Source: an optimization exercise on an open RTL-to-GDS flow (aim: small area, a short achievable clock period and few clock cycles). Production flows keep margins and buffers that such runs may drop. No activity file was given, so power comes from the tool's default toggle rates.

job 101:
==> flow/design.v <==
`timescale 1ps/1ps
module ALU (
    input  [7:0] a,
    input  [7:0] b,
    input        cin,
    output [7:0] out
    );
    wire [8:0] g0 = {a & b, cin};
    wire [8:0] p0 = {a ^ b, 1'b0};
    wire [8:0] g1, p1, g2, p2, g3, p3, g4;
    genvar i;
    generate
        for (i = 0; i < 9; i = i + 1) begin : ks
            if (i >= 1) begin
                assign g1[i] = g0[i] | (p0[i] & g0[i-1]);
                assign p1[i] = p0[i] & p0[i-1];
            end else begin
                assign g1[i] = g0[i];
                assign p1[i] = p0[i];
            end
            if (i >= 2) begin
                assign g2[i] = g1[i] | (p1[i] & g1[i-2]);
                assign p2[i] = p1[i] & p1[i-2];
            end else begin
                assign g2[i] = g1[i];
                assign p2[i] = p1[i];
            end
            if (i >= 4) begin
                assign g3[i] = g2[i] | (p2[i] & g2[i-4]);
                assign p3[i] = p2[i] & p2[i-4];
            end else begin
                assign g3[i] = g2[i];
                assign p3[i] = p2[i];
            end
            if (i >= 8) assign g4[i] = g3[i] | (p3[i] & g3[i-8]);
            else assign g4[i] = g3[i];
        end
    endgenerate
    assign out = p0[8:1] ^ g4[7:0];
endmodule
`timescale 1ps/1ps
module Stack #(parameter DEPTH = 62) (
    input            clk,
    input            dn,       
    input      [7:0] d_in,     
    output     [7:0] c0,       
    output     [7:0] c1        
    );
    reg [7:0] c [0:DEPTH-1];
    integer i;
    always @(posedge clk) begin
        c[0] <= ~(dn ? d_in : c[1]);
        for (i = 1; i < DEPTH-1; i = i + 1)
            c[i] <= ~(dn ? c[i-1] : c[i+1]);
        c[DEPTH-1] <= ~c[DEPTH-2];
    end
    assign c0 = ~c[0];
    assign c1 = c[1];
endmodule
`timescale 1ps/1ps
module stackMultiCycle(
	clk,
	rst,
	mem_addr,
	mem_rdata,
	mem_wdata,
	mem_we);
input clk,rst;
output [4:0] mem_addr;
input [7:0] mem_rdata;
output [7:0] mem_wdata;
output mem_we;
    reg  [4:0] addr;     
    reg  [4:0] pc;       
    reg        we;       
    reg        dcyc;     
    reg        d_push;   
    reg  [4:0] ja;       
    reg  [7:0] t, n;     
    reg        tz;       
    reg x_add, x_sub, x_and, x_not, x_jz, x_push;
    reg hit_r;           
    reg p_add, p_sub, p_and, p_not, p_jz, p_push, p_pop, p_jmp, p_hit;
    reg [4:0] p_a;
    reg o, dn_a, dn_h;
    reg  [7:0] c_valid;
    reg  [7:0] c_we;     
    reg  [1:0] c_tag  [0:7];
    reg  [7:0] c_data [0:7];
    assign mem_addr  = addr;
    assign mem_we    = we;
    assign mem_wdata = t;
    wire d_pop    = dcyc & ~d_push;
    wire taken    = x_jz & tz;
    wire miss     = x_push & ~hit_r;
    wire hit_now  = x_push & hit_r;
    wire push_now = hit_now | d_push;
    wire pop_now  = x_add | x_sub | x_and | d_pop;
    wire hold_now = ~(push_now | pop_now);
    wire o_next   = o ^ hold_now;
    wire [2:0] op     = mem_rdata[7:5];
    wire       r_add  = op == 3'b000;
    wire       r_sub  = op == 3'b001;
    wire       r_and  = op == 3'b010;
    wire       r_not  = op == 3'b011;
    wire       r_push = op == 3'b100;
    wire       r_pop  = op == 3'b101;
    wire       r_jmp  = op == 3'b110;
    wire       r_jz   = op == 3'b111;
    wire [2:0] ci     = mem_rdata[2:0];
    wire       r_hit  = c_valid[ci] & (c_tag[ci] == mem_rdata[4:3]);
    wire       f_ok   = ~dcyc & ~taken & ~miss;    
    wire       p_fill = ja[2:0] == p_a[2:0];
    wire       p_hitf = p_fill ? (ja[4:3] == p_a[4:3]) : p_hit;
    wire [4:0] seq = addr + 5'd1;
    integer k;
    always @(posedge clk, posedge rst) begin
        if (rst) begin
            addr    <= 5'd0;
            pc      <= 5'd0;
            we      <= 1'b0;
            dcyc    <= 1'b0;
            d_push  <= 1'b0;
            x_add   <= 1'b0;
            x_sub   <= 1'b0;
            x_and   <= 1'b0;
            x_not   <= 1'b0;
            x_jz    <= 1'b0;
            x_push  <= 1'b0;
            o       <= 1'b0;
            dn_a    <= 1'b1;
            dn_h    <= 1'b0;
            c_valid <= 8'd0;
            c_we    <= 8'd0;
        end else begin
            if (~dcyc) pc <= seq;
            o       <= o_next;
            c_valid <= c_valid | c_we;
            if (d_push) begin
                addr   <= (p_pop | p_jmp) ? p_a : pc;
                we     <= p_pop;
                dcyc   <= p_pop;
                d_push <= 1'b0;
                x_add  <= p_add;
                x_sub  <= p_sub;
                x_and  <= p_and;
                x_not  <= p_not;
                x_jz   <= p_jz;
                x_push <= p_push;
                dn_a   <= ~o_next & ~(p_pop | p_add | p_sub | p_and);
                dn_h   <= p_push & p_hitf;
                c_we   <= {8{p_pop}} & (8'd1 << p_a[2:0]);
            end else begin
                if (d_pop) addr <= pc;
                else if (taken | miss) addr <= ja;
                else if (r_pop | r_jmp) addr <= mem_rdata[4:0];
                else addr <= seq;
                we     <= f_ok & r_pop;
                dcyc   <= (f_ok & r_pop) | miss;
                d_push <= miss;
                x_add  <= f_ok & r_add;
                x_sub  <= f_ok & r_sub;
                x_and  <= f_ok & r_and;
                x_not  <= f_ok & r_not;
                x_jz   <= f_ok & r_jz;
                x_push <= f_ok & r_push;
                dn_a   <= miss | (~o_next & ~(f_ok & (r_pop | r_add | r_sub | r_and)));
                dn_h   <= f_ok & r_push & r_hit;
                c_we   <= ({8{f_ok & r_pop}} & (8'd1 << ci))
                        | ({8{miss}} & (8'd1 << ja[2:0]));
            end
        end
    end
    always @(posedge clk) begin
        hit_r <= d_push ? p_hitf : r_hit;
        p_add <= r_add;
        p_sub <= r_sub;
        p_and <= r_and;
        p_not <= r_not;
        p_jz  <= r_jz;
        p_push <= r_push;
        p_pop <= r_pop;
        p_jmp <= r_jmp;
        p_hit <= r_hit;
        p_a   <= mem_rdata[4:0];
        if (d_push) ja <= p_a;
        else if (f_ok) ja <= mem_rdata[4:0];
        for (k = 0; k < 8; k = k + 1)
            if (c_we[k]) begin
                c_tag[k]  <= ja[4:3];
                c_data[k] <= d_push ? mem_rdata : t;
            end
    end
    wire [7:0] c0, c1;
    Stack stk (.clk(clk), .dn(dn_a | dn_h), .d_in(o ? t : n), .c0(c0), .c1(c1));
    wire [7:0] n_pop = o ? c1 : c0;
    always @(posedge clk) begin
        n <= ({8{hold_now}} & n) | ({8{push_now}} & t) | ({8{pop_now}} & n_pop);
    end
    wire [7:0] arith;    
    ALU add0 (.a(t), .b(n ^ {8{x_sub}}), .cin(x_sub), .out(arith));
    wire [7:0] cval   = c_data[ja[2:0]];
    wire       t_keep = ~(dcyc | x_add | x_sub | x_and | x_not | hit_now);
    wire [7:0] t_or   = t | n;
    wire       z_sum  = ((t ^ n) ^ {t_or[6:0], 1'b0}) == 8'd0;    
    always @(posedge clk) begin
        t <= ({8{t_keep}}  & t)
           | ({8{d_push}}  & mem_rdata)
           | ({8{d_pop}}   & n)
           | ({8{x_add | x_sub}} & arith)
           | ({8{x_and}}   & (t & n))
           | ({8{x_not}}   & ~t)
           | ({8{hit_now}} & cval);
        tz <= (t_keep  & tz)
            | (d_push  & (mem_rdata == 8'd0))
            | (d_pop   & (n == 8'd0))
            | (x_add   & z_sum)
            | (x_sub   & (t == n))
            | (x_and   & ((t & n) == 8'd0))
            | (x_not   & (t == 8'hff))
            | (hit_now & (cval == 8'd0));
    end
endmodule
export LEC_CHECK = 0
export CAP_MARGIN = 20
export CORE_MARGIN = 2
export CORE_UTILIZATION = 70
export CTS_BUF_LIST = sky130_fd_sc_hd__clkbuf_8
export CTS_CLUSTER_DIAMETER = 50
export CTS_CLUSTER_SIZE = 20
export PLACE_DENSITY = 0.9
export SETUP_SLACK_MARGIN = 1.9
export SLEW_MARGIN = 20
create_clock -name core_clock -period 4.0 [get_ports {clk}]
run.sh (not shown) runs the stock make flow with config.mk's settings and CLKGATE_MAP_FILE= SYNTH_SCRIPT=/design/flow/synth_recipe.tcl, a recipe that flattens the netlist after the stock synthesis.
Inputs modified between job 101 and job 102:
diff --git a/flow/design.v b/flow/design.v
--- a/flow/design.v
+++ b/flow/design.v
@@ -82,7 +82,7 @@
     reg hit_r;           
     reg p_add, p_sub, p_and, p_not, p_jz, p_push, p_pop, p_jmp, p_hit;
     reg [4:0] p_a;
-    reg o, dn_a, dn_h;
+    reg o, dn;
     reg  [7:0] c_valid;
     reg  [7:0] c_we;     
     reg  [1:0] c_tag  [0:7];
@@ -128,8 +128,7 @@
             x_jz    <= 1'b0;
             x_push  <= 1'b0;
             o       <= 1'b0;
-            dn_a    <= 1'b1;
-            dn_h    <= 1'b0;
+            dn      <= 1'b1;
             c_valid <= 8'd0;
             c_we    <= 8'd0;
         end else begin
@@ -147,8 +146,8 @@
                 x_not  <= p_not;
                 x_jz   <= p_jz;
                 x_push <= p_push;
-                dn_a   <= ~o_next & ~(p_pop | p_add | p_sub | p_and);
-                dn_h   <= p_push & p_hitf;
+                dn     <= (~o_next & ~(p_pop | p_add | p_sub | p_and))
+                        | (p_push & p_hitf);
                 c_we   <= {8{p_pop}} & (8'd1 << p_a[2:0]);
             end else begin
                 if (d_pop) addr <= pc;
@@ -164,8 +163,8 @@
                 x_not  <= f_ok & r_not;
                 x_jz   <= f_ok & r_jz;
                 x_push <= f_ok & r_push;
-                dn_a   <= miss | (~o_next & ~(f_ok & (r_pop | r_add | r_sub | r_and)));
-                dn_h   <= f_ok & r_push & r_hit;
+                dn     <= miss | (~o_next & ~(f_ok & (r_pop | r_add | r_sub | r_and)))
+                        | (f_ok & r_push & r_hit);
                 c_we   <= ({8{f_ok & r_pop}} & (8'd1 << ci))
                         | ({8{miss}} & (8'd1 << ja[2:0]));
             end
@@ -192,13 +191,14 @@
             end
     end
     wire [7:0] c0, c1;
-    Stack stk (.clk(clk), .dn(dn_a | dn_h), .d_in(o ? t : n), .c0(c0), .c1(c1));
+    Stack stk (.clk(clk), .dn(dn), .d_in(o ? t : n), .c0(c0), .c1(c1));
     wire [7:0] n_pop = o ? c1 : c0;
     always @(posedge clk) begin
         n <= ({8{hold_now}} & n) | ({8{push_now}} & t) | ({8{pop_now}} & n_pop);
     end
-    wire [7:0] arith;    
-    ALU add0 (.a(t), .b(n ^ {8{x_sub}}), .cin(x_sub), .out(arith));
+    wire [7:0] sum, diff;
+    ALU add0 (.a(t), .b(n),  .cin(1'b0), .out(sum));
+    ALU sub0 (.a(t), .b(~n), .cin(1'b1), .out(diff));
     wire [7:0] cval   = c_data[ja[2:0]];
     wire       t_keep = ~(dcyc | x_add | x_sub | x_and | x_not | hit_now);
     wire [7:0] t_or   = t | n;
@@ -207,7 +207,8 @@
         t <= ({8{t_keep}}  & t)
            | ({8{d_push}}  & mem_rdata)
            | ({8{d_pop}}   & n)
-           | ({8{x_add | x_sub}} & arith)
+           | ({8{x_add}}   & sum)
+           | ({8{x_sub}}   & diff)
            | ({8{x_and}}   & (t & n))
            | ({8{x_not}}   & ~t)
            | ({8{hit_now}} & cval);
--- outcome ---
- Between job 102 and job 101, it is job 102 whose total global-route track usage is higher, by 1.8 points.
- Looking at critical path endpoint, the t[7] result is from job 101; the tz one comes from job 102.
- Summary — maximum frequency, job 102 relative to job 101: lower, by about 2.2%.
- Job 102 falls short of job 101 in worst hold slack.
- Count of flip-flops and latches delta (job 101 -> job 102): insignificant
- Summary of job 102 over job 101: number of tap cells inserted went up, area after synthesis climbed 0.61%, switching power has increased, insertion delay of the later-clocked pin in the worst-skew pair shows an increase of 0.02 ns.
- Going from job 101 to job 102, period utilization shows an increase of 1.2 points; maximum number of pins on one net before global-route repair lower.
- Via count ends up lower on job 101.
- Job 102 and job 101 ended up with roughly the same height of the chip.
- Diff job 101 and job 102: minimum period implied by the final worst setup slack higher in job 102
- Taking job 101 as the reference point, the routed wire length of job 102 rises by 2600 um.
No run of this note included a check of the RTL's function; only the layout flow was run.

-- afterwards: timing with drivers on the ports --
Ports are ideal in the flow. The routed layouts listed here were re-timed in OpenROAD.
Step 1 assumes that a clkbuf_16 drives the clock port and a buf_2 every other input.
Step 2, shift: input delay + t, output delay - t, t = (earliest + latest rising clock arrival at the registers) / 2. This alone moves slack from input paths to output paths.
a / b / c = ideal / step 1 / step 2; a / b = the first two.
run | shift t [ns] | setup slack, ns | worst register clock-pin slew, ns | worst slew at a driven data input, ns | cell pins on the clock port's net
job 101 | 0.624 | 1.773 / 1.773 / 1.374 | 0.12 / 0.12 | 0.03 | 1
job 102 | 0.651 | 1.724 / 1.724 / 1.235 | 0.12 / 0.12 | 0.06 | 1
After both steps setup and hold are still met in every run listed. The setup slack of job 102, which loses most, moves by 0.000 ns with the drivers and by -0.489 ns with both steps.
